From an optimization exercise on the open Yosys and OpenROAD flow, aimed at small area and a short achievable clock period; shortcuts taken in it are not production practice.
Where RTL was checked, it was by simulation tests only, not by an equivalence proof against the original.
Power is estimated from default activity; no workload was simulated.

== before ==
==> flow/design.v (excerpt) <==
module agree_core (
    input  logic        clk_i,
    input  logic        rst_ni,
    output logic [31:0] imem_addr_o,
    input  logic [31:0] imem_rdata_i,
    output logic [13:0] dmem_addr_o,
    output logic [3:0]  dmem_wren_o,
    output logic [31:0] dmem_wdata_o,
    input  logic [31:0] dmem_rdata_i,
    input  logic [31:0] io_sw_i,
    input  logic [3:0]  io_btn_i,
    output logic [31:0] pc_debug_o,
    output logic        insn_vld_o,
    output logic        wb_wren_o,
    output logic [4:0]  wb_rd_o,
    output logic [31:0] wb_data_o,
    output logic [31:0] io_ledr_o,
    output logic [6:0]  io_hex0_o,
                        io_hex1_o,
                        io_hex2_o,
                        io_hex3_o,
                        io_hex4_o,
                        io_hex5_o,
    output logic [31:0] io_lcd_o
);
Size in the first run: roughly 5800 cells after synthesis, ~1500 flip-flops, roughly 360 I/O pins, roughly 0.071 mm² of cells after synthesis.
Settings: LEC_CHECK=0, CAP_MARGIN=20, CORE_MARGIN=2, CORE_UTILIZATION=50, PLACE_DENSITY=0.6, SETUP_SLACK_MARGIN=5, SLEW_MARGIN=20, SYNTH_HIERARCHICAL=1; clock period 11.0 ns.
run.sh (not shown) runs the stock make flow with config.mk's settings and CLKGATE_MAP_FILE= SYNTH_SCRIPT=/design/flow/synth_recipe.tcl, a recipe that flattens the netlist after the stock synthesis.
What after does differently from before at the input level:
diff --git a/flow/design.v b/flow/design.v
--- a/flow/design.v
+++ b/flow/design.v
@@ -29,19 +29,19 @@
                         io_hex4_o,
                         io_hex5_o,
     output logic [31:0] io_lcd_o
 );
     localparam logic [6:0] OP_LUI = 7'b0110111, OP_AUIPC = 7'b0010111, OP_JAL = 7'b1101111,
                            OP_JALR = 7'b1100111, OP_BR = 7'b1100011, OP_LD = 7'b0000011,
                            OP_ST = 7'b0100011, OP_IMM = 7'b0010011, OP_REG = 7'b0110011;
     logic [31:2] pc_f;
     logic        fd_v;
-    logic [31:0] fd_ir, fd_rv1;
+    logic [31:0] fd_ir;
     logic [31:2] fd_pc;
     logic        dx_v, dx_we, dx_ld, dx_br, dx_dwe, dx_iowe, dx_pred;
     logic [4:0]  dx_rd;
     logic [2:0]  dx_f3;
     logic [3:0]  dx_lanes;
     logic        dx_sub, dx_sra;
     logic        dx_s_add, dx_s_slt, dx_s_sltu, dx_s_xor, dx_s_or, dx_s_and, dx_s_sll, dx_s_srl;
     logic [31:0] dx_a, dx_b;
     logic [31:2] dx_alt, dx_pc;
@@ -57,26 +57,22 @@
         if (!rst_ni) pc_f <= '0;
         else if (x_redir) pc_f <= dx_alt;
         else if (!stall) pc_f <= d_redir ? dsum[31:2] : pc_f + 30'd1;
     end
     always_ff @(posedge clk_i or negedge rst_ni) begin
         if (!rst_ni) fd_v <= 1'b0;
         else if (x_redir || d_redir) fd_v <= 1'b0;
         else if (!stall) fd_v <= 1'b1;
     end
-    logic [31:0] rv1_f, rv1;
     always_ff @(posedge clk_i) begin
         if (!stall) begin
-            fd_ir  <= imem_rdata_i;
-            fd_pc  <= pc_f;
-            fd_rv1 <= rv1_f;
-        end else begin
-            fd_rv1 <= rv1;
+            fd_ir <= imem_rdata_i;
+            fd_pc <= pc_f;
         end
     end
     logic [6:0] op;
     logic [2:0] f3;
     logic [4:0] rs1, rs2, rd;
     logic       f7_zero, f7_alt;
     assign op  = fd_ir[6:0];
     assign f3  = fd_ir[14:12];
     assign rd  = fd_ir[11:7];
@@ -107,43 +103,39 @@
     always_comb begin
         if (i_st)                 imm = {{20{fd_ir[31]}}, fd_ir[31:25], fd_ir[11:7]};
         else if (i_br)            imm = {{20{fd_ir[31]}}, fd_ir[7], fd_ir[30:25], fd_ir[11:8], 1'b0};
         else if (i_jal)           imm = {{12{fd_ir[31]}}, fd_ir[19:12], fd_ir[20], fd_ir[30:21], 1'b0};
         else if (i_lui | i_auipc) imm = {fd_ir[31:12], 12'b0};
         else                      imm = {{20{fd_ir[31]}}, fd_ir[31:20]};
     end
     logic [31:0] rf_q [1:31];
     logic [31:1] rf_ok, sel1, sel2;
-    logic [4:0]  rs1_f;
-    assign rs1_f = imem_rdata_i[19:15];
     for (genvar i = 1; i < 32; i++) begin : g_rf
         always_ff @(posedge clk_i) begin
             if (dx_we && dx_rd == i) rf_q[i] <= x_res;
         end
         always_ff @(posedge clk_i or negedge rst_ni) begin
             if (!rst_ni) rf_ok[i] <= 1'b0;
             else if (dx_we && dx_rd == i) rf_ok[i] <= 1'b1;
         end
-        assign sel1[i] = rf_ok[i] & (rs1_f == i);
+        assign sel1[i] = rf_ok[i] & (rs1 == i);
         assign sel2[i] = rf_ok[i] & (rs2 == i);
     end
-    logic [31:0] rv2;
+    logic [31:0] rv1, rv2;
     for (genvar b = 0; b < 32; b++) begin : g_rd
         logic [30:0] col;
         for (genvar i = 1; i < 32; i++) begin : g_col
             assign col[i-1] = rf_q[i][b];
         end
-        agree_rf_sel u_rd1 (.d(col), .s(sel1), .y(rv1_f[b]));
+        agree_rf_sel u_rd1 (.d(col), .s(sel1), .y(rv1[b]));
         agree_rf_sel u_rd2 (.d(col), .s(sel2), .y(rv2[b]));
     end
-    logic hx1, hx2, hw1;
-    assign hw1 = mw_we & (mw_rd == rs1);
-    assign rv1 = hw1 ? mw_data : fd_rv1;
+    logic hx1, hx2;
     assign hx1 = dx_we & (dx_rd == rs1);
     assign hx2 = dx_we & (dx_rd == rs2);
     logic [31:0] fv1, fv2;
     assign fv1 = hx1 ? x_res : rv1;
     assign fv2 = hx2 ? x_res : rv2;
     logic        use_pc, use_rs1;
     logic [31:0] dop;
     assign use_pc  = i_jal | i_br | i_auipc;
     assign use_rs1 = i_ld | i_st | i_jalr;
--- outcome ---
- [compare] base=before new=after: simple-gate share of the synthesized area was more or less identical, combinational fraction of design power saw an increase.
- Portion of total power attributed to sequential cells on after is down relative to before.
- Compared with before, in after ratio of final minimum period to clock period has increased; cell area after layout moved down; hold slack shows an increase of 0.015 ns; wire length per cell now smaller; wire length after detailed routing shows a reduction of 4.3%.
- Between before and after, total clock buffers created by CTS decreased.
- Summary of after over before: fraction of cell area in non-clock buffers grew by 0.26 points, x dimension of the die shrank by about 1.2%.
No run of this note included a check of the RTL's function; only the layout flow was run.


agree_core, a different RTL version from the one above (not shown whole).
Size: about 6,100 cells after synthesis, about 360 I/O pins, ~0.074 mm2 of cells after synthesis.
export LEC_CHECK = 0
export CAP_MARGIN = 20
export CORE_MARGIN = 2
export CORE_UTILIZATION = 55
export CTS_BUF_LIST = sky130_fd_sc_hd__clkbuf_16
export CTS_CLUSTER_DIAMETER = 100
export CTS_CLUSTER_SIZE = 20
export PLACE_DENSITY = 0.65
export SETUP_SLACK_MARGIN = 5
export SLEW_MARGIN = 20
export SYNTH_HIERARCHICAL = 1
create_clock -name core_clock -period 11.0 [get_ports {clk_i}]
Then changed:
--- a/flow/design.v
+++ b/flow/design.v
@@ -43,22 +43,20 @@
     localparam logic [6:0] OP_LUI = 7'b0110111, OP_AUIPC = 7'b0010111, OP_JAL = 7'b1101111,
                            OP_JALR = 7'b1100111, OP_BR = 7'b1100011, OP_LD = 7'b0000011,
                            OP_ST = 7'b0100011, OP_IMM = 7'b0010011, OP_REG = 7'b0110011;
     logic [31:2] pc_f;
     logic        fd_v;
     logic [31:0] fd_ir, fd_rv1;
     logic [31:2] fd_pc;
     logic        fd_lui, fd_auipc, fd_jal, fd_jalr, fd_br, fd_ld, fd_st, fd_imm, fd_reg;
     logic        dx_v, dx_we, dx_ld, dx_br, dx_dwe, dx_iowe, dx_kill, x_we;
     logic [4:0]  dx_sh;
-    logic        dx_rg_out, dx_rg_in, dx_rg_ram, dx_l_mid1, dx_l_mid3, dx_l_byte, dx_l_word, dx_l_sgn;
-    logic [3:0]  dx_l_lo;
     logic [4:0]  dx_rd;
     logic [2:0]  dx_f3;
     logic [3:0]  dx_lanes;
     logic        dx_sub, dx_sra, dx_c_eq, dx_c_lt, dx_c_ltu, dx_inv;
     logic        dx_s_add, dx_s_slt, dx_s_sltu, dx_s_xor, dx_s_or, dx_s_and, dx_s_sll, dx_s_srl;
     logic [31:0] dx_a, dx_b;
     logic [31:2] dx_alt, dx_pc;
     logic        mw_v, mw_we;
     logic [4:0]  mw_rd;
     logic [31:0] mw_data;
@@ -203,30 +201,20 @@
             dx_br   <= go & fd_br;
             dx_dwe  <= go & fd_st & (dsum[17:16] == 2'b01);
             dx_iowe <= go & fd_st & (dsum[17:16] == 2'b10);
         end
     end
     always_ff @(posedge clk_i) begin
         dx_rd    <= rd;
         dx_sh    <= b_d[4:0];
         dx_f3    <= f3;
         dx_lanes <= lanes;
-        dx_rg_out <= fd_ld & (dsum[17:16] == 2'b10);
-        dx_rg_in  <= fd_ld & (dsum[17:16] == 2'b11);
-        dx_rg_ram <= fd_ld & ~dsum[17];
-        for (int k = 0; k < 4; k++)
-            dx_l_lo[k] <= fd_ld & (f3[1] ? (k == 0) : f3[0] ? (k == {dsum[1], 1'b0}) : (k == dsum[1:0]));
-        dx_l_mid1 <= fd_ld & (f3[1] | (f3[0] & ~dsum[1]));
-        dx_l_mid3 <= fd_ld & ~f3[1] & f3[0] & dsum[1];
-        dx_l_byte <= fd_ld & ~f3[1] & ~f3[0];
-        dx_l_word <= fd_ld & f3[1];
-        dx_l_sgn  <= fd_ld & ~f3[2] & ~f3[1];
         dx_pc    <= fd_pc;
         dx_alt   <= (fd_br & ~fd_ir[31]) ? dsum[31:2] : pc_f;
         if (i_alu | fd_br)         dx_a <= fv1;
         else if (fd_jal | fd_jalr) dx_a <= {pc_f, 2'b00};
         else                       dx_a <= dsum;
         dx_b     <= b_d ^ {32{sub}};
         dx_c_eq  <= f3[2:1] == 2'b00;
         dx_c_lt  <= f3[2:1] == 2'b10;
         dx_c_ltu <= f3[2:1] == 2'b11;
         dx_inv   <= (f3[0] & (f3[2] | ~f3[1])) ^ pred;
@@ -297,35 +285,39 @@
     end
     assign io_ledr_o = oreg[0];
     assign io_hex0_o = oreg[1][6:0];
     assign io_hex1_o = oreg[1][14:8];
     assign io_hex2_o = oreg[1][22:16];
     assign io_hex3_o = oreg[1][30:24];
     assign io_hex4_o = oreg[2][6:0];
     assign io_hex5_o = oreg[2][14:8];
     assign io_lcd_o  = oreg[3];
     logic [31:0] ld_word, ld_data;
-    logic [7:0]  ld_lo, ld_mid;
-    logic        ld_ext;
+    logic [7:0]  ld_byte;
+    logic [15:0] ld_half;
     always_comb begin
-        ld_word = ({32{dx_rg_ram}} & dmem_rdata_i)
-                | ({32{dx_rg_out}} & oreg[dx_a[3:2]])
-                | ({32{dx_rg_in}}  & (dx_a[2] ? {24'd0, 4'h4, btn_q} : sw_q));
-        ld_lo = '0;
-        for (int k = 0; k < 4; k++) ld_lo = ld_lo | ({8{dx_l_lo[k]}} & ld_word[8*k +: 8]);
-        ld_mid = ({8{dx_l_mid1}} & ld_word[15:8]) | ({8{dx_l_mid3}} & ld_word[31:24]);
-        ld_ext = dx_l_sgn & (dx_l_byte ? ld_lo[7] : ld_mid[7]);
-        ld_data[7:0]   = ld_lo;
-        ld_data[15:8]  = ld_mid | {8{ld_ext & dx_l_byte}};
-        ld_data[31:16] = dx_l_word ? ld_word[31:16] : {16{ld_ext}};
+        case (dx_a[17:16])
+            2'b10:   ld_word = oreg[dx_a[3:2]];
+            2'b11:   ld_word = dx_a[2] ? {24'd0, 4'h4, btn_q} : sw_q;
+            default: ld_word = dmem_rdata_i;
+        endcase
+        ld_half = dx_a[1] ? ld_word[31:16] : ld_word[15:0];
+        ld_byte = dx_a[0] ? ld_half[15:8] : ld_half[7:0];
+        case (dx_f3)
+            3'b000:  ld_data = {{24{ld_byte[7]}}, ld_byte};
+            3'b001:  ld_data = {{16{ld_half[15]}}, ld_half};
+            3'b100:  ld_data = {24'd0, ld_byte};
+            3'b101:  ld_data = {16'd0, ld_half};
+            default: ld_data = ld_word;
+        endcase
     end
-    assign x_res = ld_data | (res & {32{~dx_ld}});
+    assign x_res = dx_ld ? ld_data : res;
     always_ff @(posedge clk_i or negedge rst_ni) begin
         if (!rst_ni) begin
             mw_v <= 1'b0; mw_we <= 1'b0;
         end else begin
             mw_v  <= dx_v & ~dx_kill;
             mw_we <= x_we;
         end
     end
     always_ff @(posedge clk_i) begin
         mw_rd   <= dx_rd;
Result: Worst setup slack gets better by 120 ps. Cell area stays flat. Hold slack is better by 5.4 ps. Fmax goes up by 2.1%. Final cell count is lower by 0.42%.


agree_core, a different RTL version from the one above (not shown whole).
For scale: about 6,000 cells after synthesis, ~360 I/O pins, roughly 74,000 um2 of cells after synthesis.
Settings: LEC_CHECK=0, CAP_MARGIN=20, CORE_MARGIN=2, CORE_UTILIZATION=55, CTS_BUF_LIST=sky130_fd_sc_hd__clkbuf_16, CTS_CLUSTER_DIAMETER=100, CTS_CLUSTER_SIZE=20, PLACE_DENSITY=0.65, SETUP_SLACK_MARGIN=5, SLEW_MARGIN=20, SYNTH_HIERARCHICAL=1; clock period 11.0 ns.
==> next run, changes <==
--- a/flow/design.v
+++ b/flow/design.v
@@ -44,20 +44,18 @@
                            OP_JALR = 7'b1100111, OP_BR = 7'b1100011, OP_LD = 7'b0000011,
                            OP_ST = 7'b0100011, OP_IMM = 7'b0010011, OP_REG = 7'b0110011;
     logic [31:2] pc_f;
     logic        fd_v;
     logic [31:0] fd_ir, fd_rv1;
     logic [31:2] fd_pc;
     logic        fd_lui, fd_auipc, fd_jal, fd_jalr, fd_br, fd_ld, fd_st, fd_imm, fd_reg;
     logic        dx_v, dx_we, dx_ld, dx_br, dx_dwe, dx_iowe, dx_kill, x_we;
     logic [4:0]  dx_sh;
-    logic        dx_rg_out, dx_rg_in, dx_rg_ram, dx_l_mid1, dx_l_mid3, dx_l_byte, dx_l_word, dx_l_sgn;
-    logic [3:0]  dx_l_lo;
     logic [4:0]  dx_rd;
     logic [2:0]  dx_f3;
     logic [3:0]  dx_lanes;
     logic        dx_sub, dx_sra, dx_c_eq, dx_c_lt, dx_c_ltu, dx_inv;
     logic        dx_s_add, dx_s_slt, dx_s_sltu, dx_s_xor, dx_s_or, dx_s_and, dx_s_sll, dx_s_srl;
     logic [31:0] dx_a, dx_b;
     logic [31:2] dx_alt, dx_pc;
     logic        mw_v, mw_we;
     logic [4:0]  mw_rd;
@@ -200,28 +198,18 @@
             dx_dwe  <= go & fd_st & (dsum[17:16] == 2'b01);
             dx_iowe <= go & fd_st & (dsum[17:16] == 2'b10);
         end
     end
     always_ff @(posedge clk_i) begin
         dx_rd    <= rd;
         dx_sh    <= b_d[4:0];
         dx_f3    <= f3;
         dx_lanes <= lanes;
-        dx_rg_out <= fd_ld & (dsum[17:16] == 2'b10);
-        dx_rg_in  <= fd_ld & (dsum[17:16] == 2'b11);
-        dx_rg_ram <= fd_ld & ~dsum[17];
-        for (int k = 0; k < 4; k++)
-            dx_l_lo[k] <= fd_ld & (f3[1] ? (k == 0) : f3[0] ? (k == {dsum[1], 1'b0}) : (k == dsum[1:0]));
-        dx_l_mid1 <= fd_ld & (f3[1] | (f3[0] & ~dsum[1]));
-        dx_l_mid3 <= fd_ld & ~f3[1] & f3[0] & dsum[1];
-        dx_l_byte <= fd_ld & ~f3[1] & ~f3[0];
-        dx_l_word <= fd_ld & f3[1];
-        dx_l_sgn  <= fd_ld & ~f3[2] & ~f3[1];
         dx_pc    <= fd_pc;
         dx_alt   <= (fd_br & ~fd_ir[31]) ? dsum[31:2] : pc_f;
         if (i_alu | fd_br)         dx_a <= fv1;
         else if (fd_jal | fd_jalr) dx_a <= {pc_f, 2'b00};
         else                       dx_a <= dsum;
         dx_b     <= b_d ^ {32{sub}};
         dx_c_eq  <= f3[2:1] == 2'b00;
         dx_c_lt  <= f3[2:1] == 2'b10;
         dx_c_ltu <= f3[2:1] == 2'b11;
@@ -294,33 +282,37 @@
     assign io_ledr_o = oreg[0];
     assign io_hex0_o = oreg[1][6:0];
     assign io_hex1_o = oreg[1][14:8];
     assign io_hex2_o = oreg[1][22:16];
     assign io_hex3_o = oreg[1][30:24];
     assign io_hex4_o = oreg[2][6:0];
     assign io_hex5_o = oreg[2][14:8];
     assign io_lcd_o  = oreg[3];
     logic [31:0] ld_word, ld_data;
-    logic [7:0]  ld_lo, ld_mid;
-    logic        ld_ext;
+    logic [7:0]  ld_byte;
+    logic [15:0] ld_half;
     always_comb begin
-        ld_word = ({32{dx_rg_ram}} & dmem_rdata_i)
-                | ({32{dx_rg_out}} & oreg[dx_a[3:2]])
-                | ({32{dx_rg_in}}  & (dx_a[2] ? {24'd0, 4'h4, btn_q} : sw_q));
-        ld_lo = '0;
-        for (int k = 0; k < 4; k++) ld_lo = ld_lo | ({8{dx_l_lo[k]}} & ld_word[8*k +: 8]);
-        ld_mid = ({8{dx_l_mid1}} & ld_word[15:8]) | ({8{dx_l_mid3}} & ld_word[31:24]);
-        ld_ext = dx_l_sgn & (dx_l_byte ? ld_lo[7] : ld_mid[7]);
-        ld_data[7:0]   = ld_lo;
-        ld_data[15:8]  = ld_mid | {8{ld_ext & dx_l_byte}};
-        ld_data[31:16] = dx_l_word ? ld_word[31:16] : {16{ld_ext}};
+        case (dx_a[17:16])
+            2'b10:   ld_word = oreg[dx_a[3:2]];
+            2'b11:   ld_word = dx_a[2] ? {24'd0, 4'h4, btn_q} : sw_q;
+            default: ld_word = dmem_rdata_i;
+        endcase
+        ld_half = dx_a[1] ? ld_word[31:16] : ld_word[15:0];
+        ld_byte = dx_a[0] ? ld_half[15:8] : ld_half[7:0];
+        case (dx_f3)
+            3'b000:  ld_data = {{24{ld_byte[7]}}, ld_byte};
+            3'b001:  ld_data = {{16{ld_half[15]}}, ld_half};
+            3'b100:  ld_data = {24'd0, ld_byte};
+            3'b101:  ld_data = {16'd0, ld_half};
+            default: ld_data = ld_word;
+        endcase
     end
-    assign x_res = ld_data | (res & {32{~dx_ld}});
+    assign x_res = dx_ld ? ld_data : res;
     always_ff @(posedge clk_i or negedge rst_ni) begin
         if (!rst_ni) begin
             mw_v <= 1'b0; mw_we <= 1'b0;
         end else begin
             mw_v  <= dx_v & ~dx_kill;
             mw_we <= x_we;
         end
     end
     always_ff @(posedge clk_i) begin
What happened: The changed run went through all stages and came out clean; hold slack barely changes; sequential share of layout area hardly moves; synthesized cell count rises by about 3.4%; via count rises by about 1.2%; wire length falls by about 0.56%; combinational power rises by about 10%; setup slack gains 0.38 ns; critical path depth rises by 6; power rises by 1.1%; first-iteration DRC count rises by about 5.4%; maximum frequency rises by 6.9%; clock-buffer cell count falls by 1.

==> what the ideal ports hide <==
In the flow no input, the clock included, has a driving cell. The finished layouts below were timed again as built, in two steps. Step 1, drivers: a clkbuf_16 drives clk_i and a buf_2 each remaining input, both assumed. Step 2 also shifts input and output timing later by t, the mid clock arrival at the registers, as if the neighbouring blocks saw the same clock. a / b / c = ideal ports / drivers / drivers and shift; a / b = the first two.
run	t (ns)	setup WS [ns]	cell pins on the clock port's net
before	0.871	5.348 / 5.348 / 4.732	1
after	0.889	5.107 / 5.107 / 5.107	1
the first run of note 2	0.849	5.271 / 5.249 / 4.400	1
the second run of note 2	0.840	5.391 / 5.391 / 4.897	1
the first run of note 3	0.841	5.173 / 5.173 / 4.754	1
the second run of note 3	0.830	5.548 / 5.548 / 5.062	1
After both steps setup and hold are still met in every run listed. The setup slack of the first run of note 2, which loses most, moves by -0.022 ns with the drivers and by -0.871 ns with both steps.
